From an optimization exercise on the open Yosys and OpenROAD flow, aimed at small area and a short achievable clock period; shortcuts taken in it are not production practice.
Function was checked by simulation only, so behaviour that the tests miss may differ from the original.
No activity file was given, so power comes from the tool's default toggle rates.

`flow/design.v`:
```
`timescale 1ns / 1ps
module Regfiles(
    input clk,
    input rst,
    input we,
    input [4:0] raddr1,
    input [4:0] raddr2,
    input [4:0] waddr,
    input [31:0] wdata,
    output reg [31:0] rdata1,
    output reg [31:0] rdata2
    );
    reg [31:0] mem [0:31];
    reg [31:0] wb_ndata;
    reg [4:0]  wb_addr;
    reg        wb_valid;
    reg        vz;
    reg        rst_flag;
    wire wr    = we & ~rst;
    wire same  = waddr == wb_addr;
    wire flush = wb_valid & ~(wr & same);
    always @(posedge clk) begin
        if (flush)
            mem[wb_addr] <= wb_ndata;
        wb_ndata <= ~wdata;
        wb_addr  <= waddr;
        wb_valid <= wr;
        vz       <= wr & (rst_flag | (vz & same));
    end
    always @(posedge clk or posedge rst) begin
        if (rst)
            rst_flag <= 1'b1;
        else
            rst_flag <= 1'b0;
    end
    wire [1023:0] words;
    genvar g;
    generate
        for (g = 0; g < 32; g = g + 1) begin : gw
            assign words[32*g +: 32] = mem[g];
        end
    endgenerate
    wire [31:0] q1, q2;
    Regfiles_rdport p1(.a(raddr1), .rf(rst_flag), .zv(vz), .zw(wb_addr), .dn(words), .q(q1));
    Regfiles_rdport p2(.a(raddr2), .rf(rst_flag), .zv(vz), .zw(wb_addr), .dn(words), .q(q2));
    always @(*) begin
        rdata1 = q1;
        rdata2 = q2;
    end
endmodule
module Regfiles_rdport(
    input [4:0] a,
    input rf,
    input zv,
    input [4:0] zw,
    input [1023:0] dn,
    output [31:0] q
    );
    assign q = (rf | (zv & (a == zw))) ? 32'h0 : ~dn[32*a +: 32];
endmodule
```
`flow/flow/run.sh`:
```
#!/bin/bash
# Layout flow: the standard ORFS flow (standard.sh), except that
#  - the read-port module Regfiles_rdport is replaced, before synthesis, by a
#    hand-mapped sky130_fd_sc_hd netlist that flow/gen_rdport.py writes (same
#    function as the RTL module); registers are untouched;
#  - port buffers are buf_2 cells, and CTS uses clkbuf_8 cells, clusters of at most 12 sinks, no dummy loads.
set -euo pipefail
python3 -I flow/gen_rdport.py > rdport_cells.v 2> gen_rdport.log
python3 -I flow/subst.py design.v rdport_cells.v design_mapped.v > subst.log 2>&1
export BUFFER_PORTS_ARGS="-buffer_cell sky130_fd_sc_hd__buf_2"
export CTS_ARGS="-sink_clustering_enable -repair_clock_nets -dont_use_dummy_load -buf_list sky130_fd_sc_hd__clkbuf_8 -sink_clustering_size 12 -sink_clustering_max_diameter 60"
bash standard.sh VERILOG_FILES="$PWD/design_mapped.v" finish > standard.log 2>&1
```
`flow/flow/gen_rdport.py`:
```
#!/usr/bin/env python3
"""Writes the gate-level netlist (sky130_fd_sc_hd cells) of module
Regfiles_rdport, one read port of the register file:
q = (rf | (zv & (a == zw))) ? 0 : ~dn[32*a +: 32].

The address is decoded one-hot (sel). For each output bit, a222oi cells give
y = NOT(OR of dn & sel) over groups of 3 entries, which is the selected
entry's bit (dn inverted back) in its group and 1 elsewhere; the last group
(an a221oi) also takes z = rf | (zv & (a == zw)), forcing 0. The output is the
AND of the 11 groups: nand4 / nand4 / nand3, then nor3."""
P = "sky130_fd_sc_hd__"
out = []
w = out.append
n = [0]


def cell(typ, pins):
    n[0] += 1
    conn = ", ".join(".%s(%s)" % (p, s) for p, s in pins)
    w("  %s%s u%d (%s);" % (P, typ, n[0], conn))


def lit(k, v):
    # NOR input that is 0 when a[k] == v
    return "an[%d]" % k if v else "a[%d]" % k


w("module Regfiles_rdport(a, rf, zv, zw, dn, q);")
w("  input [4:0] a;")
w("  input rf;")
w("  input zv;")
w("  input [4:0] zw;")
w("  input [1023:0] dn;")
w("  output [31:0] q;")
w("  wire [4:0] an, x;")
w("  wire [3:0] lo;")
w("  wire [7:0] hi;")
w("  wire [31:0] seln, sel;")
w("  wire t, u, z;")
for k in range(5):
    cell("inv_1", [("A", "a[%d]" % k), ("Y", "an[%d]" % k)])
for j in range(4):
    cell("nor2_1", [("A", lit(0, j & 1)), ("B", lit(1, (j >> 1) & 1)), ("Y", "lo[%d]" % j)])
for m in range(8):
    cell("nor3_1", [("A", lit(2, m & 1)), ("B", lit(3, (m >> 1) & 1)), ("C", lit(4, (m >> 2) & 1)),
                    ("Y", "hi[%d]" % m)])
for i in range(32):
    cell("nand2_1", [("A", "lo[%d]" % (i & 3)), ("B", "hi[%d]" % (i >> 2)), ("Y", "seln[%d]" % i)])
    cell("inv_2", [("A", "seln[%d]" % i), ("Y", "sel[%d]" % i)])
# z = rf | (zv & (a == zw))
for k in range(5):
    cell("xor2_1", [("A", "a[%d]" % k), ("B", "zw[%d]" % k), ("X", "x[%d]" % k)])
cell("nor3_1", [("A", "x[0]"), ("B", "x[1]"), ("C", "x[2]"), ("Y", "t")])
cell("nor2_1", [("A", "x[3]"), ("B", "x[4]"), ("Y", "u")])
cell("a31o_1", [("A1", "zv"), ("A2", "t"), ("A3", "u"), ("B1", "rf"), ("X", "z")])
for b in range(32):
    ys = []
    for k in range(11):
        y = "y%d_%d" % (b, k)
        w("  wire %s;" % y)
        es = list(range(3 * k, min(3 * k + 3, 32)))
        pins = []
        for p, e in zip("ABC", es):
            pins += [(p + "1", "dn[%d]" % (32 * e + b)), (p + "2", "sel[%d]" % e)]
        if len(es) == 3:
            cell("a222oi_1", pins + [("Y", y)])
        else:
            cell("a221oi_1", pins + [("C1", "z"), ("Y", y)])
        ys.append(y)
    hs = []
    for j, part in enumerate([ys[0:4], ys[4:8], ys[8:11]]):
        h = "h%d_%d" % (b, j)
        w("  wire %s;" % h)
        typ = {3: "nand3_1", 4: "nand4_1"}[len(part)]
        cell(typ, [(p, s) for p, s in zip("ABCD", part)] + [("Y", h)])
        hs.append(h)
    cell("nor3_1", [("A", hs[0]), ("B", hs[1]), ("C", hs[2]), ("Y", "q[%d]" % b)])
w("endmodule")
print("\n".join(out))
```
`flow/flow/subst.py`:
```
#!/usr/bin/env python3
# subst.py design.v cells.v out.v : replace module Regfiles_rdport in design.v by cells.v
import re, sys
src = open(sys.argv[1]).read()
cells = open(sys.argv[2]).read()
m = re.search(r"^\s*module\s+Regfiles_rdport\b.*?^\s*endmodule\b", src, re.S | re.M)
assert m, "Regfiles_rdport not found"
open(sys.argv[3], "w").write(src[:m.start()] + "\n" + cells + "\n" + src[m.end():])
```
`flow/standard.sh`:
```
#!/bin/bash
# synth_recipe.tcl (not shown) runs the flow's synth.tcl, then flattens the netlist and writes it again
# the make line also repeats each setting of config.mk as NAME=value (left out here)
make -C /OpenROAD-flow-scripts/flow DESIGN_CONFIG=/design/flow/config.mk WORK_HOME=/design/flow/orfs CLKGATE_MAP_FILE= SYNTH_SCRIPT=/design/flow/synth_recipe.tcl "${@:-finish}"
```
`flow/config.mk`:
```
export PLATFORM = sky130hd
export DESIGN_NAME = Regfiles
export DESIGN_NICKNAME = Regfiles
export VERILOG_FILES = /design/flow/design.v
export SDC_FILE = /design/flow/constraint.sdc
export NUM_CORES = 4
export LEC_CHECK = 0
export CAP_MARGIN = 20
export CORE_MARGIN = 2
export CORE_UTILIZATION = 50
export PLACE_DENSITY = 0.65
export SETUP_SLACK_MARGIN = 2.0
export SLEW_MARGIN = 20
```
`flow/constraint.sdc`:
```
create_clock -name core_clock -period 6.5 [get_ports {clk}]
set_input_delay 1.3000 -clock core_clock [delete_from_list [all_inputs] [get_ports {clk}]]
set_output_delay 1.3000 -clock core_clock [all_outputs]
set_load 0.01 [all_outputs]
```
==> results.yml, run 1 <==
detailed_routing:
  dr_total_vias: 30400
  wl_per_cell_um: 40.6
  drtPass1Iterations: 12
  drt_iter0_drc: 8160
  drtAntennaViolNets: 0
  drcViolationCount: 0
  wl_um: 149000
  post_drt_via_cell_ratio: 8.30
cts:
  cts.path.max_buffers: 3
  cts.sinks: 1064
  cts-root-buf: "clkbuf_8"
  cts_tree: "built"
  cts_buffers: 103
  clkLatencyLatePin_ns: 0.77
  ctsHoldBuffers: 0
  cts-htree-levels: 3
  cts.clk_slew.worst_paths_ns: 0.06
critical_path:
  end_kind: "output pin"
  crit_fanout: 32
  crit_type: "primary input to output pin"
  start_kind: "primary input"
  required_ns: 5.20
  cp.arrival_ns: 3.34
power_and_ir_drop:
  pwr-share-comb_pct: 5.5
  p_int_mw: 9.17
  swShare_pct: 22.6
  p_per_area_nw_per_um2: 254
  seqPwrFrac_pct: 64.8
  p_leak_nw: 14.3
  irDropWorstVdd_v: 0.000167
  clkPwrFrac_pct: 29.7
  power_switching_mw: 2.68
die:
  dieHeight_um: 292
  row_count: 105
  coreArea_sq_um: 82000
  dieArea_sq_um: 85100
  top_level_ports: 114
  initial_core_util_pct: 50.5
  die_x_um: 292
grt:
  grt_pass1_wl_um: 205000
  grt_pass1_vias: 29400
  grt_max_degree: 34
  antenna_found_initial: 2
  globalRouteOverflowTotal: 0
  grt.total_usage_pct: 33.5
place:
  gp_congestion: 0.867
  dp_hpwl_um: 75500
  io_buffers: 113
sta:
  skew_ns: 0.0874
  grt_setup_unrepaired: "yes"
  min_period_ns: 4.64
  fmax_mhz: 216
  maxSlewViolCount: 0
  worst_pin_slew_ns: 1.15
  hold_ws_ns: 0.610
  setup_viol: 0
  period_share_pct: 71.4
  relSlewSlack_pct: 23.2
  fin_tns_setup_ns: 0
  finalHoldViolations: 0
synth:
  synthCells: 2326
  yosysUniqueCellTypes: 33
  synth_top_cell_area_share_pct: 74.2
  synthTopCellsByArea: "edfxtp_1 (74%), a222oi_1 (15%), nand4_1 (2.0%), dfxtp_1 (1.9%), a221oi_1 (1.4%)"
  synth-seq-cells: 1064
  syn_nets: 2376
  syn_area_sq_um: 41400
  seq_area_frac_synth_pct: 76.2
  yosys_warnings: 1
  avgSynthCellArea_sq_um: 17.8
  synth_area_leader_cell: "edfxtp_1"
finish:
  nFillCells: 6224
  drive_gt1_share_pct: 18.5
  syn_to_final_growth_pct: 12.5
  final_nets: 2639
  mostFrequentLayoutCell: "edfxtp_1"
  final_cell_mix: "edfxtp_1 (1024), a222oi_1 (640), nand4_1 (130), buf_2 (106), clkbuf_8 (103)"
status:
  outcome: "no timing/DRC/antenna violations"
hold_path:
  min_path_type: "register to register"
run:
  cap_violations: 0
==> flip-flops by register name (all words and copies together), names as in the netlist <==
register / cells
mem: 1024
rst_flag: 1
vz: 1
wb_addr: 5
wb_ndata: 32
wb_valid: 1
==> synthesized netlist by cell type <==
master    count
nand2b_1      2
inv_2        64
a31o_1        2
a211oi_1     13
nor3b_1       3
dfstp_2       1
xnor2_1       2
a221oi_1     64
buf_1         1
nor3_1       83
a222oi_1    640
or3b_2        1
nor3b_2       1
nand4_1     130
nor2_1       11
a211oi_2      2
nor2b_1       1
o2111a_1      1
or3_1         1
clkbuf_1      1
buf_2         7
xor2_1       12
nand2_1      79
nand3b_1      4
inv_1        44
a21oi_1      18
a32o_1        1
buf_6         3
conb_1        1
nand3_1      66
and3b_1       4
dfxtp_1      39
edfxtp_1   1024
==> per-stage QoR <==
| stage | util, % | setup slack (ns) | cells | power [mW] | instance area [sq um] |
|---|---|---|---|---|---|
| 2_1_floorplan | - | 1.84 | 2326 | 8.08 | 41400 |
| 3_3_place_gp | 53.5 | 1.55 | 3533 | 8.37 | 43900 |
| 3_5_place_dp | 53.5 | 1.47 | 3533 | 8.39 | 43900 |
| 4_1_cts | 56.1 | 1.95 | 3642 | 11.8 | 46000 |
| 5_1_grt | 56.9 | 1.89 | 3659 | 12.1 | 46600 |
| 6_report | 56.9 | 1.86 | 3659 | 11.8 | 46600 |
==> power by group through the flow <==
stage | Combinational [mW] | Sequential, mW | Clock [mW]
4_1_cts | 0.593 | 7.68 | 3.54
6_report | 0.650 | 7.68 | 3.52
5_1_grt | 0.669 | 7.69 | 3.77
2_1_floorplan | 0.292 | 7.78 | 0
3_5_place_dp | 0.559 | 7.83 | 0
3_3_place_gp | 0.553 | 7.82 | 0
==> worst max-delay path, cell delays in order <==
cell	delay [ns]
buf_4	0.16
inv_4	0.07
nor3_1	0.47
nand2_1	0.24
inv_6	0.43
a222oi_1	0.25
nand3_1	0.18
nor3_4	0.07
buf_2	0.15
==> kinds of logic after synthesis <==
| kind of cell | count (synthesis) | share of synthesized area (%) |
|---|---|---|
| AOI/OAI and AO/OA | 741 | 17.4 |
| xor gates and xnor gates | 14 | 0.296 |
| other | 1 | 0.00906 |
| buffers and inverters | 120 | 1.16 |
| DFF | 1064 | 76.2 |
| and+or+nand+nor | 386 | 4.90 |
==> worst paths after layout <==
| path | slack, ns | cells after the start | endpoint | start |
|---|---|---|---|---|
| worst max register to register | 3.50 | 5 | mem[27][9]$_DFFE_PP_ | wb_addr[4]$_DFF_P_ |
| worst min-delay path | 0.61 | 1 | vz$_DFF_P_ | vz$_DFF_P_ |
| worst min register to register | 0.61 | 1 | vz$_DFF_P_ | vz$_DFF_P_ |
| worst max-delay path | 1.86 | 9 | rdata2[5] | raddr2[3] |
| min in group asynchronous | 0.62 | 2 | rst_flag$_DFF_PP1_ | rst |
| max in group asynchronous | 5.86 | 2 | rst_flag$_DFF_PP1_ | rst |
==> metal layers <==
metal  track usage, %  vias to the layer above  wire [um]
met5            0.624                        -         69
met4             18.6                        5       9650
met3             10.4                      609      24100
met2             49.3                     3125      64500
met1             44.5                    15000      50400
li1                 -                    11700          -
==> area by class of cell <==
type	instances	area, sq um	area share [%]
flip-flops and latches	1064	31600	67.7
multi-input cells	1142	10200	22.0
clock buffers	103	1420	3.04
well taps	1070	1340	2.87
repair buffers	164	1010	2.17
inverters	108	971	2.08
repair inverters	6	52.6	0.113
diodes	2	5.00	0.0107
==> repair_timing <==
item / CTS / global route
pin swaps: 37 / 81
gates cloned: 3 / 3
buffers inserted: 3 / 11
setup endpoints to repair: 64 / 64
gates resized for setup: 205 / 136
==> run 2, diff against run 1 <==
--- a/flow/config.mk
+++ b/flow/config.mk
@@ -7,7 +7,7 @@
 export LEC_CHECK = 0
 export CAP_MARGIN = 20
 export CORE_MARGIN = 2
-export CORE_UTILIZATION = 50
-export PLACE_DENSITY = 0.65
+export CORE_UTILIZATION = 56
+export PLACE_DENSITY = 0.68
 export SETUP_SLACK_MARGIN = 2.0
 export SLEW_MARGIN = 20
==> run 2 against run 1 <==
Net effect:
- still clean on timing, DRC and antenna
- sequential share of layout area up 0.056 points
- synthesized area unchanged
- synthesized cell count unchanged
- clock power down 1%
- largest cell class unchanged
- largest power group unchanged
==> results.yml, run 2 <==
status:
  outcome: "no timing/DRC/antenna violations"
synth:
  synthTopCellsByCount: "edfxtp_1 (1024), a222oi_1 (640), nand4_1 (130)"
  synth.most_common_cell: "edfxtp_1"
  synth_area_leader_cell: "edfxtp_1"
  async_reset_ff_share_pct: 0.0940
  yosys_warnings: 1
  avgSynthCellArea_sq_um: 17.8
  syn_nets: 2376
  synth-seq-cells: 1064
  synth-main-ff-cell: "edfxtp_1"
  synth_top_cell_area_share_pct: 74.2
  synthCells: 2326
  yosysUniqueCellTypes: 33
  synth_enable_flop_cells: 1024
  seq_area_frac_synth_pct: 76.2
  syn_area_sq_um: 41400
  synthTopCellsByArea: "edfxtp_1 (74%), a222oi_1 (15%), nand4_1 (2.0%), dfxtp_1 (1.9%), a221oi_1 (1.4%)"
detailed_routing:
  routed.top_layer: "met5"
  dr_total_vias: 30900
  wl_per_cell_um: 42.8
  drtAntennaViolNets: 0
  drcViolationCount: 0
  wl_um: 152000
  met2_length_um: 67100
  post_drt_via_cell_ratio: 8.69
  wl_met3_um: 26500
  wl_met1_um: 48100
  drtPass1Iterations: 22
  drt_iter0_drc: 8298
die:
  coreArea_sq_um: 73100
  row_count: 99
  die_x_um: 276
  initial_core_util_pct: 56.7
  top_level_ports: 114
  dieArea_sq_um: 76100
  dieHeight_um: 276
sta:
  relSlewSlack_pct: 19.0
  maxSlewViolCount: 0
  grt_setup_unrepaired: "yes"
  skew_ns: 0.0453
  period_share_pct: 71.0
  setup_viol: 0
  finalHoldViolations: 0
  min_period_ns: 4.62
  fmax_mhz: 217
  worst_pin_slew_ns: 1.21
  fin_tns_setup_ns: 0
critical_path:
  rr_startpoint: "wb_addr[2]$_DFF_P_"
  crit_type: "primary input to output pin"
  startpoint: "raddr2[3]"
  start_kind: "primary input"
  cp.arrival_ns: 3.32
  required_ns: 5.20
  end_kind: "output pin"
  crit_fanout: 32
finish:
  final_nets: 2641
  final_cell_mix: "edfxtp_1 (1024), a222oi_1 (640), nand4_1 (130), buf_2 (107), clkbuf_8 (99)"
  mostFrequentLayoutCell: "edfxtp_1"
  nFillCells: 5110
  syn_to_final_growth_pct: 12.5
  largest_reg_flops: 1024
  stdcell_area_sq_um: 46600
  drive_gt1_share_pct: 19.3
  regArea_sq_um: 31600
  reg_top3: "mem (1024), wb_ndata (32), wb_addr (5)"
  regMostFlops: "mem"
  multi_input_area_sq_um: 10300
place:
  gp_congestion: 0.874
  io_buffers: 113
  dp_hpwl_um: 78600
  post_dp_cell_area_sq_um: 43800
cts:
  ctsHoldBuffers: 0
  cts.sinks: 1064
  cts-htree-levels: 3
  cts_tree: "built"
  cts-root-buf: "clkbuf_8"
  clkLatencyLatePin_ns: 0.74
  cts.path.max_buffers: 3
  cts.clk_slew.worst_paths_ns: 0.07
  cts_buffers: 99
grt:
  grt.total_usage_pct: 38.5
  antenna_found_initial: 2
  grt_max_degree: 34
  globalRouteOverflowTotal: 0
  grt_pass1_vias: 30000
  grt_pass1_wl_um: 207000
power_and_ir_drop:
  pwr-share-comb_pct: 5.6
  p_int_mw: 9.12
  clkPwrFrac_pct: 29.3
  power_switching_mw: 2.70
  irDropWorstVdd_v: 0.000188
  swShare_pct: 22.8
  p_leak_nw: 14.4
  seqPwrFrac_pct: 65.0
  p_per_area_nw_per_um2: 254
hold_path:
  min_path_type: "primary input to async pin"
run:
  cap_violations: 0
-- run 2: worst max-delay path: stages --
cell	delay, ns
buf_2	0.16
inv_2	0.13
nor3_2	0.09
nand2_1	0.16
inv_6	0.17
a222oi_1	0.40
nand4_1	0.35
nor3_2	0.34
buf_2	0.20
-- run 2: kinds of logic after synthesis --
| kind of cell | Yosys count | synth area share (%) |
|---|---|---|
| DFF | 1064 | 76.2 |
| AOI/OAI and AO/OA | 741 | 17.4 |
| and+or+nand+nor | 386 | 4.90 |
| buffers and inverters | 120 | 1.16 |
| xor gates and xnor gates | 14 | 0.296 |
| other | 1 | 0.00906 |
-- run 2: metal layers --
layer	up-vias	GRT usage [%]
li1	11700	-
met1	15000	48.2
met2	3507	58.3
met3	700	14.1
met4	4	22.0
met5	-	0.125
-- run 2: power groups by stage --
stage | clock network (mW) | registers [mW] | logic (mW)
6_report | 3.47 | 7.69 | 0.662
5_1_grt | 3.71 | 7.70 | 0.673
4_1_cts | 3.47 | 7.68 | 0.587
3_5_place_dp | 0 | 7.84 | 0.560
3_3_place_gp | 0 | 7.82 | 0.555
2_1_floorplan | 0 | 7.78 | 0.292
-- run 2: layout make-up --
cell class | instances | share of cell area, %
Antenna cell | 7 | 0.0376
Multi-Input combinational cell | 1142 | 22.1
Timing Repair Buffer | 167 | 2.29
Timing Repair inverter | 9 | 0.169
Tap cell | 959 | 2.58
Inverter | 108 | 2.13
Sequential cell | 1064 | 67.8
Clock buffer | 99 | 2.93
-- run 2: what timing repair did --
item / CTS / global route
gates resized for setup: 167 / 217
gates cloned: 0 / 9
endpoints found under the setup margin: 64 / 64
buffers inserted: 0 / 13
pin swaps: 21 / 109
-- run 2: per-stage QoR --
| stage | std cells | hold slack [ns] | utilization [%] | total power, mW | worst slack [ns] |
|---|---|---|---|---|---|
| floorplan | 2326 | 0.492 | - | 8.08 | 1.84 |
| global placement | 3427 | 0.543 | 59.9 | 8.38 | 1.58 |
| detailed placement | 3427 | 0.558 | 59.9 | 8.40 | 1.52 |
| CTS | 3526 | 0.570 | 62.6 | 11.7 | 1.92 |
| global route | 3553 | 0.607 | 63.7 | 12.1 | 1.95 |
| finish | 3555 | 0.599 | 63.7 | 11.8 | 1.88 |
-- run 2: final timing paths --
check                                        end  slack, ns  cells after the start
setup / recovery                       rdata2[4]       1.88                      9
hold / removal                rst_flag$_DFF_PP1_       0.60                      2
setup reg to reg           mem[13][31]$_DFFE_PP_       3.21                      5
hold reg to reg                       vz$_DFF_P_       0.63                      1
max in group asynchronous     rst_flag$_DFF_PP1_       5.88                      2
min in group core_clock               vz$_DFF_P_       0.63                      1
==> run 3, diff against run 2 <==
--- a/flow/config.mk
+++ b/flow/config.mk
@@ -7,7 +7,7 @@
 export LEC_CHECK = 0
 export CAP_MARGIN = 20
 export CORE_MARGIN = 2
-export CORE_UTILIZATION = 56
-export PLACE_DENSITY = 0.68
+export CORE_UTILIZATION = 60
+export PLACE_DENSITY = 0.7
 export SETUP_SLACK_MARGIN = 2.0
 export SLEW_MARGIN = 20
==> run 3 against run 2 <==
Net effect:
- critical path depth unchanged
- wire length up 0.47%
- flip-flop and latch count unchanged
- setup slack worse by 0.042 ns
- clock skew up 0.056 ns
- via count up 0.82%
- highest routed layer unchanged
- count of clock-buffer cells in the layout unchanged
- global-route usage up 3.0 points
- largest cell class unchanged
- non-clock buffer count down 7
- sequential power about the same
- synthesized cell count unchanged
- clock power about the same
==> results.yml, run 3 <==
status:
  outcome: "no timing/DRC/antenna violations"
synth:
  syn_area_sq_um: 41400
  async_reset_ff_share_pct: 0.0940
  synth-seq-cells: 1064
  yosysUniqueCellTypes: 33
  synth_top_family_by_area: "compound AO/OA/AOI/OAI gates"
  synthMuxAreaShare_pct: 0
  synthXorXnorAreaFrac_pct: 0.296
  synth.most_common_cell: "edfxtp_1"
  synth_fa_ha_area_share_pct: 0
  synth-main-ff-cell: "edfxtp_1"
  synth_area_leader_cell: "edfxtp_1"
  synth_simple_gate_area_share_pct: 4.90
  synth_top_cell_area_share_pct: 74.2
  yosys_warnings: 1
  seq_area_frac_synth_pct: 76.2
  syn_nets: 2376
  synthTopCellsByArea: "edfxtp_1 (74%), a222oi_1 (15%), nand4_1 (2.0%), dfxtp_1 (1.9%), a221oi_1 (1.4%)"
  synthCells: 2326
  avgSynthCellArea_sq_um: 17.8
  synthTopCellsByCount: "edfxtp_1 (1024), a222oi_1 (640), nand4_1 (130)"
  synth_enable_flop_cells: 1024
  synth_compound_area_share_pct: 17.4
cts:
  cts-htree-levels: 3
  cts_tree: "built"
  cts.clk_slew.worst_paths_ns: 0.06
  cts.path.max_buffers: 3
  clkLatencyLatePin_ns: 0.74
  cts-root-buf: "clkbuf_8"
  cts.sinks: 1064
  ctsHoldBuffers: 0
  cts_buffers: 99
power_and_ir_drop:
  p_leak_nw: 14.3
  power_mw: 11.8
  p_per_area_nw_per_um2: 254
  irDropWorstVdd_v: 0.000177
grt:
  antenna_found_initial: 2
  grt_use_met3_pct: 18.1
  met2_usage_pct: 59.2
  globalRouteOverflowTotal: 0
  grt.busiest_layer: "met2"
  grt_max_degree: 33
  grt.total_usage_pct: 41.5
  grt_pass1_wl_um: 208000
  grt_pass1_vias: 30500
  grtUsageMet1_pct: 52.5
sta:
  min_period_ns: 4.66
  hold_ws_ns: 0.644
  relSlewSlack_pct: 23.8
  fmax_mhz: 215
  setup_viol: 0
  worst_pin_slew_ns: 1.14
  finalHoldViolations: 0
  grt_setup_unrepaired: "yes"
  fin_tns_setup_ns: 0
  maxSlewViolCount: 0
  period_share_pct: 71.7
  skew_ns: 0.102
die:
  row_count: 96
  dieArea_sq_um: 71100
  top_level_ports: 114
  die_x_um: 267
  initial_core_util_pct: 60.5
  dieHeight_um: 267
  coreArea_sq_um: 68500
critical_path:
  end_kind: "output pin"
  start_kind: "primary input"
  cp.arrival_ns: 3.36
  required_ns: 5.20
  crit_fanout: 32
  crit_type: "primary input to output pin"
finish:
  syn_to_final_growth_pct: 12.2
  largest_reg_flops: 1024
  mostFrequentLayoutCell: "edfxtp_1"
  final_nets: 2631
  regMostFlops: "mem"
  stdcell_area_sq_um: 46500
  drive_gt1_share_pct: 19.4
  final_cell_mix: "edfxtp_1 (1024), a222oi_1 (640), nand4_1 (130), buf_2 (107), clkbuf_8 (99)"
  reg_top3: "mem (1024), wb_ndata (32), wb_addr (5)"
  post-route-util_pct: 67.9
  nFillCells: 4466
detailed_routing:
  wl_per_cell_um: 44.2
  drt_iter0_drc: 8983
  drtPass1Iterations: 13
  dr_total_vias: 31100
  drcViolationCount: 0
  post_drt_via_cell_ratio: 9.00
  wl_um: 153000
  drtAntennaViolNets: 0
place:
  gp_congestion: 0.880
  dp_hpwl_um: 77700
  post_dp_cell_area_sq_um: 43700
  io_buffers: 113
run:
  cap_violations: 0
hold_path:
  min_path_type: "register to register"
-- run 3: through the flow --
stage	std cells	setup WS, ns
after floorplan	2326	1.84
after global placement	3349	1.43
after detailed placement	3349	1.47
after CTS	3448	1.99
after global routing	3462	1.90
final	3462	1.84
-- run 3: timing repair --
item | in CTS | in global routing
endpoints found under the setup margin | 64 | 64
cloned | 0 | 6
gates resized for setup | 168 | 295
setup buffers | 0 | 6
pin swaps | 19 | 110
-- run 3: area by class of cell --
class | count | area, sq um | share of cell area (%)
clock buffers | 99 | 1360 | 2.93
multi-input cells | 1142 | 10300 | 22.3
well taps | 882 | 1100 | 2.37
diodes | 1 | 2.50 | 0.00539
inverters | 108 | 1040 | 2.23
repair buffers | 160 | 1010 | 2.16
flip-flops and latches | 1064 | 31600 | 67.9
repair inverters | 6 | 52.6 | 0.113
-- run 3: worst paths after layout --
check	startpoint	slack, ns	end	cells past startpoint
max	raddr2[3]	1.84	rdata2[13]	9
min	rst_flag$_DFF_PP1_	0.64	vz$_DFF_P_	1
max reg2reg	wb_addr[2]$_DFF_P_	3.24	mem[20][3]$_DFFE_PP_	5
min reg2reg	rst_flag$_DFF_PP1_	0.64	vz$_DFF_P_	1
max in group asynchronous	rst	5.83	rst_flag$_DFF_PP1_	2
min in group asynchronous	rst	0.65	rst_flag$_DFF_PP1_	2
-- run 3: layer usage --
| layer | wire (um) | share of wire [%] |
|---|---|---|
| met1 | 48000 | 31 |
| met2 | 64900 | 42 |
| met3 | 29000 | 19 |
| met4 | 11000 | 7.2 |
| met5 | 86 | 0.056 |
-- run 3: power by group --
group / leakage [nW] / switching (mW) / internal (mW) / total [mW]
registers: 9.55 / 0.121 / 7.56 / 7.68
logic: 4.05 / 0.469 / 0.209 / 0.678
clock network: 0.712 / 2.11 / 1.35 / 3.46
total: 14.3 / 2.70 / 9.12 / 11.8
-- run 3: cells by family (layout without fill, tap and decap cells) --
| logic type | Yosys count | in the layout |
|---|---|---|
| AO/OA/AOI/OAI | 741 | 741 |
| flip-flops | 1064 | 1064 |
| buffers and inverters | 120 | 373 |
| XOR/XNOR | 14 | 14 |
| AND/OR/NAND/NOR | 386 | 386 |
| other | 1 | 2 |
-- run 3: critical path: stages --
cell      delay, ns
buf_2          0.21
inv_2          0.11
nor3_2         0.40
nand2_1        0.14
bufinv_8       0.40
a222oi_1       0.17
nand4_1        0.26
nor3_2         0.08
buf_2          0.15
==> run 4, diff against run 3 <==
--- a/flow/flow/gen_rdport.py
+++ b/flow/flow/gen_rdport.py
@@ -3,7 +3,8 @@
 Regfiles_rdport, one read port of the register file:
 q = (rf | (zv & (a == zw))) ? 0 : ~dn[32*a +: 32].
 
-The address is decoded one-hot (sel). For each output bit, a222oi cells give
+The address is decoded one-hot (sel); the selects and z have one driver
+for output bits 0-15 and one for 16-31. For each output bit, a222oi cells give
 y = NOT(OR of dn & sel) over groups of 3 entries, which is the selected
 entry's bit (dn inverted back) in its group and 1 elsewhere; the last group
 (an a221oi) also takes z = rf | (zv & (a == zw)), forcing 0. The output is the
@@ -35,24 +36,27 @@
 w("  wire [4:0] an, x;")
 w("  wire [3:0] lo;")
 w("  wire [7:0] hi;")
-w("  wire [31:0] seln, sel;")
-w("  wire t, u, z;")
+w("  wire [31:0] seln, sel, selh;")
+w("  wire t, u, z, zh;")
 for k in range(5):
-    cell("inv_1", [("A", "a[%d]" % k), ("Y", "an[%d]" % k)])
+    cell("inv_2", [("A", "a[%d]" % k), ("Y", "an[%d]" % k)])
 for j in range(4):
-    cell("nor2_1", [("A", lit(0, j & 1)), ("B", lit(1, (j >> 1) & 1)), ("Y", "lo[%d]" % j)])
+    cell("nor2_2", [("A", lit(0, j & 1)), ("B", lit(1, (j >> 1) & 1)), ("Y", "lo[%d]" % j)])
 for m in range(8):
-    cell("nor3_1", [("A", lit(2, m & 1)), ("B", lit(3, (m >> 1) & 1)), ("C", lit(4, (m >> 2) & 1)),
+    cell("nor3_2", [("A", lit(2, m & 1)), ("B", lit(3, (m >> 1) & 1)), ("C", lit(4, (m >> 2) & 1)),
                     ("Y", "hi[%d]" % m)])
+# each select has two drivers, one for output bits 0-15 and one for 16-31
 for i in range(32):
-    cell("nand2_1", [("A", "lo[%d]" % (i & 3)), ("B", "hi[%d]" % (i >> 2)), ("Y", "seln[%d]" % i)])
-    cell("inv_2", [("A", "seln[%d]" % i), ("Y", "sel[%d]" % i)])
+    cell("nand2_2", [("A", "lo[%d]" % (i & 3)), ("B", "hi[%d]" % (i >> 2)), ("Y", "seln[%d]" % i)])
+    cell("inv_4", [("A", "seln[%d]" % i), ("Y", "sel[%d]" % i)])
+    cell("inv_4", [("A", "seln[%d]" % i), ("Y", "selh[%d]" % i)])
 # z = rf | (zv & (a == zw))
 for k in range(5):
     cell("xor2_1", [("A", "a[%d]" % k), ("B", "zw[%d]" % k), ("X", "x[%d]" % k)])
 cell("nor3_1", [("A", "x[0]"), ("B", "x[1]"), ("C", "x[2]"), ("Y", "t")])
 cell("nor2_1", [("A", "x[3]"), ("B", "x[4]"), ("Y", "u")])
-cell("a31o_1", [("A1", "zv"), ("A2", "t"), ("A3", "u"), ("B1", "rf"), ("X", "z")])
+cell("a31o_2", [("A1", "zv"), ("A2", "t"), ("A3", "u"), ("B1", "rf"), ("X", "z")])
+cell("a31o_2", [("A1", "zv"), ("A2", "t"), ("A3", "u"), ("B1", "rf"), ("X", "zh")])
 for b in range(32):
     ys = []
     for k in range(11):
@@ -61,11 +65,11 @@
         es = list(range(3 * k, min(3 * k + 3, 32)))
         pins = []
         for p, e in zip("ABC", es):
-            pins += [(p + "1", "dn[%d]" % (32 * e + b)), (p + "2", "sel[%d]" % e)]
+            pins += [(p + "1", "dn[%d]" % (32 * e + b)), (p + "2", ("sel[%d]" if b < 16 else "selh[%d]") % e)]
         if len(es) == 3:
             cell("a222oi_1", pins + [("Y", y)])
         else:
-            cell("a221oi_1", pins + [("C1", "z"), ("Y", y)])
+            cell("a221oi_1", pins + [("C1", "z" if b < 16 else "zh"), ("Y", y)])
         ys.append(y)
     hs = []
     for j, part in enumerate([ys[0:4], ys[4:8], ys[8:11]]):
--- a/flow/config.mk
+++ b/flow/config.mk
@@ -7,7 +7,7 @@
 export LEC_CHECK = 0
 export CAP_MARGIN = 20
 export CORE_MARGIN = 2
-export CORE_UTILIZATION = 60
-export PLACE_DENSITY = 0.7
+export CORE_UTILIZATION = 50
+export PLACE_DENSITY = 0.65
 export SETUP_SLACK_MARGIN = 2.0
 export SLEW_MARGIN = 20
==> run 4 against run 3 <==
Net effect:
- cell area increased by 4.2%
- utilization decreased by 10 points
- fmax increased by 0.54%
- via count decreased by 1.0%
- non-clock buffer count increased by 92
- sequential power about the same
- combinational power increased by 15%
- clock skew decreased by 0.036 ns
- register-to-register slack got worse by 0.05 ns
- setup slack improved by 0.025 ns
- synthesized area increased by 2.0%
- critical path type unchanged
- critical endpoint is now rdata2[18]
- largest power group unchanged
==> results.yml, run 4 <==
synth:
  synth-seq-cells: 1064
  seq_area_frac_synth_pct: 74.7
  synthTopCellsByArea: "edfxtp_1 (73%), a222oi_1 (15%), nand4_1 (1.9%), inv_4 (1.9%), dfxtp_1 (1.8%)"
  synth.most_common_cell: "edfxtp_1"
  synthTopCellsByCount: "edfxtp_1 (1024), a222oi_1 (640), nand4_1 (130)"
  yosys_warnings: 1
  syn_area_sq_um: 42300
  yosysUniqueCellTypes: 37
  synthCells: 2392
  synth-main-ff-cell: "edfxtp_1"
  syn_nets: 2442
  async_reset_ff_share_pct: 0.0940
  synth_enable_flop_cells: 1024
  avgSynthCellArea_sq_um: 17.7
  synth_top_cell_area_share_pct: 72.8
  synth_area_leader_cell: "edfxtp_1"
run:
  cap_violations: 0
critical_path:
  cp.arrival_ns: 3.33
  startpoint: "raddr2[1]"
  crit_type: "primary input to output pin"
  ff2ff_path_depth: 3
  required_ns: 5.20
  rr_startpoint: "wb_addr[1]$_DFF_P_"
  crit_end: "rdata2[18]"
  crit_fanout: 8
  reg2reg_to: "mem[26][19]$_DFFE_PP_"
  start_kind: "primary input"
  end_kind: "output pin"
  ff2ff_setup_slack_ns: 3.19
cts:
  cts.path.max_buffers: 3
  cts_buffers: 103
  cts_tree: "built"
  cts-root-buf: "clkbuf_8"
  cts-htree-levels: 3
  cts.sinks: 1064
  clkLatencyLatePin_ns: 0.78
  cts.clk_slew.worst_paths_ns: 0.07
power_and_ir_drop:
  p_per_area_nw_per_um2: 248
  irDropWorstVdd_v: 0.000149
  p_leak_nw: 15.6
  power_mw: 12.0
detailed_routing:
  drtPass1Iterations: 13
  post_drt_via_cell_ratio: 7.94
  wl_per_cell_um: 37.7
  drcViolationCount: 0
  wl_um: 146000
  drtAntennaViolNets: 0
  drt_iter0_drc: 8991
  dr_total_vias: 30800
die:
  row_count: 106
  dieArea_sq_um: 86800
  dieHeight_um: 295
  coreArea_sq_um: 83700
  die_x_um: 295
  initial_core_util_pct: 50.5
  top_level_ports: 114
grt:
  grt_pass1_vias: 29200
  grtUsageMet1_pct: 44.7
  grt.busiest_layer: "met2"
  grt_use_met3_pct: 9.63
  globalRouteOverflowTotal: 0
  grt_pass1_wl_um: 203000
  antenna_found_initial: 2
  grt_max_degree: 34
  met2_usage_pct: 49.7
  grt.total_usage_pct: 32.4
sta:
  setup_viol: 0
  worst_pin_slew_ns: 1.09
  fmax_mhz: 216
  period_share_pct: 71.3
  setup_slack_ns: 1.87
  maxSlewViolCount: 0
  grt_setup_unrepaired: "yes"
  hold_ws_ns: 0.545
  relSlewSlack_pct: 26.9
  skew_ns: 0.0658
  fin_tns_setup_ns: 0
  min_period_ns: 4.63
  finalHoldViolations: 0
finish:
  stdcell_area_sq_um: 48400
  largest_reg_flops: 1024
  drive_gt1_share_pct: 26.2
  mostFrequentLayoutCell: "edfxtp_1"
  final_cell_mix: "edfxtp_1 (1024), a222oi_1 (640), nand4_1 (130), buf_4 (121)"
  post-route-util_pct: 57.8
  syn_to_final_growth_pct: 14.6
  regMostFlops: "mem"
  final_nets: 2793
  stdcell_count: 3879
  reg_top3: "mem (1024), wb_ndata (32), wb_addr (5)"
hold_path:
  min_path_type: "primary input to async pin"
place:
  post_dp_cell_area_sq_um: 44900
  dp_hpwl_um: 86800
  io_buffers: 113
  gp_congestion: 0.905
  place_inst: 3668
  pre_cts_ws_ns: 1.61
status:
  outcome: "no timing/DRC/antenna violations"
run 4: cell count changes after synthesis, sizes merged:
cell / previous run / this run
a31o: 2 / 4
inv: 108 / 172
run 4: layout make-up:
type	count	area [sq um]
Antenna cell	4	10.0
Clock buffer	103	1420
Fill cell	6283	35300
Inverter	172	1270
Multi-Input combinational cell	1145	10800
Sequential cell	1064	31600
Tap cell	1134	1420
Timing Repair Buffer	252	1880
Timing Repair inverter	5	33.8
run 4: worst min-delay path by stage:
stage	start	endpoint	slack (ns)
final	rst	rst_flag$_DFF_PP1_	0.54
after global routing	rst	rst_flag$_DFF_PP1_	0.54
after CTS	rst	rst_flag$_DFF_PP1_	0.53
after detailed placement	vz$_DFF_P_	vz$_DFF_P_	0.66
after global placement	vz$_DFF_P_	vz$_DFF_P_	0.65
after floorplan	vz$_DFF_P_	vz$_DFF_P_	0.54
run 4: layer usage:
layer	wire, um	part of all wire [%]
met1	50600	35
met2	65000	44
met3	24000	16
met4	6580	4.5
met5	0	0
run 4: critical path: stages:
cell	delay, ns
buf_12	0.10
buf_12	0.10
nor2_4	0.08
nand2_4	0.17
buf_12	0.13
inv_4	0.06
buf_4	0.14
a222oi_1	0.49
nand4_1	0.32
nor3_2	0.26
buf_2	0.16
run 4: repair_timing:
action | CTS | global route
hold buffers | 0 | 0
setup endpoints to repair | 61 | 64
buffers inserted | 27 | 69
cloned | 3 | 3
pin swaps | 71 | 158
gates resized for setup | 141 | 144
run 4: power breakdown:
group | total [mW] | internal [mW] | switching, mW
Sequential | 7.69 | 7.56 | 0.122
Combinational | 0.781 | 0.244 | 0.537
Clock | 3.54 | 1.40 | 2.13
Total | 12.0 | 9.21 | 2.79
run 4: cells by family after synthesis:
group           after synthesis  share of synthesized area (%)
flops                      1064                           74.7
compound gates              743                           17.1
simple gates                386                           5.42
buf+inv                     184                           2.47
xor+xnor                     14                          0.290
other cells                   1                        0.00888

[static timing again, ports no longer ideal]
The flow's constraints put no driver on any port. The routed layouts listed below were extracted and timed again, unchanged, in two steps. Step 1 sets driving cells, clkbuf_16 on the clock port and buf_2 on the other inputs (assumed; they add their load-dependent delay and slew). Step 2 also shifts input and output timing later by t, the mid clock arrival at the registers, as if the neighbouring blocks saw the same clock. Slacks: ideal / step 1 / step 2; pairs: ideal / step 1.
run | t (ns) | slack for setup (ns) | hold WS [ns] | cell pins on the clock port's net
run 1 | 0.787 | 1.860 / 1.827 / 1.827 | 0.610 / 0.566 / 0.610 | 1
run 2 | 0.782 | 1.883 / 1.862 / 1.862 | 0.599 / 0.557 / 0.634 | 1
run 3 | 0.749 | 1.841 / 1.814 / 1.814 | 0.644 / 0.612 / 0.644 | 1
run 4 | 0.812 | 1.866 / 1.750 / 1.750 | 0.545 / 0.496 / 0.727 | 1
After both steps setup and hold are still met in every run listed. For run 4, which loses most, drivers alone change the setup slack by -0.116 ns; drivers and shift together by -0.116 ns.
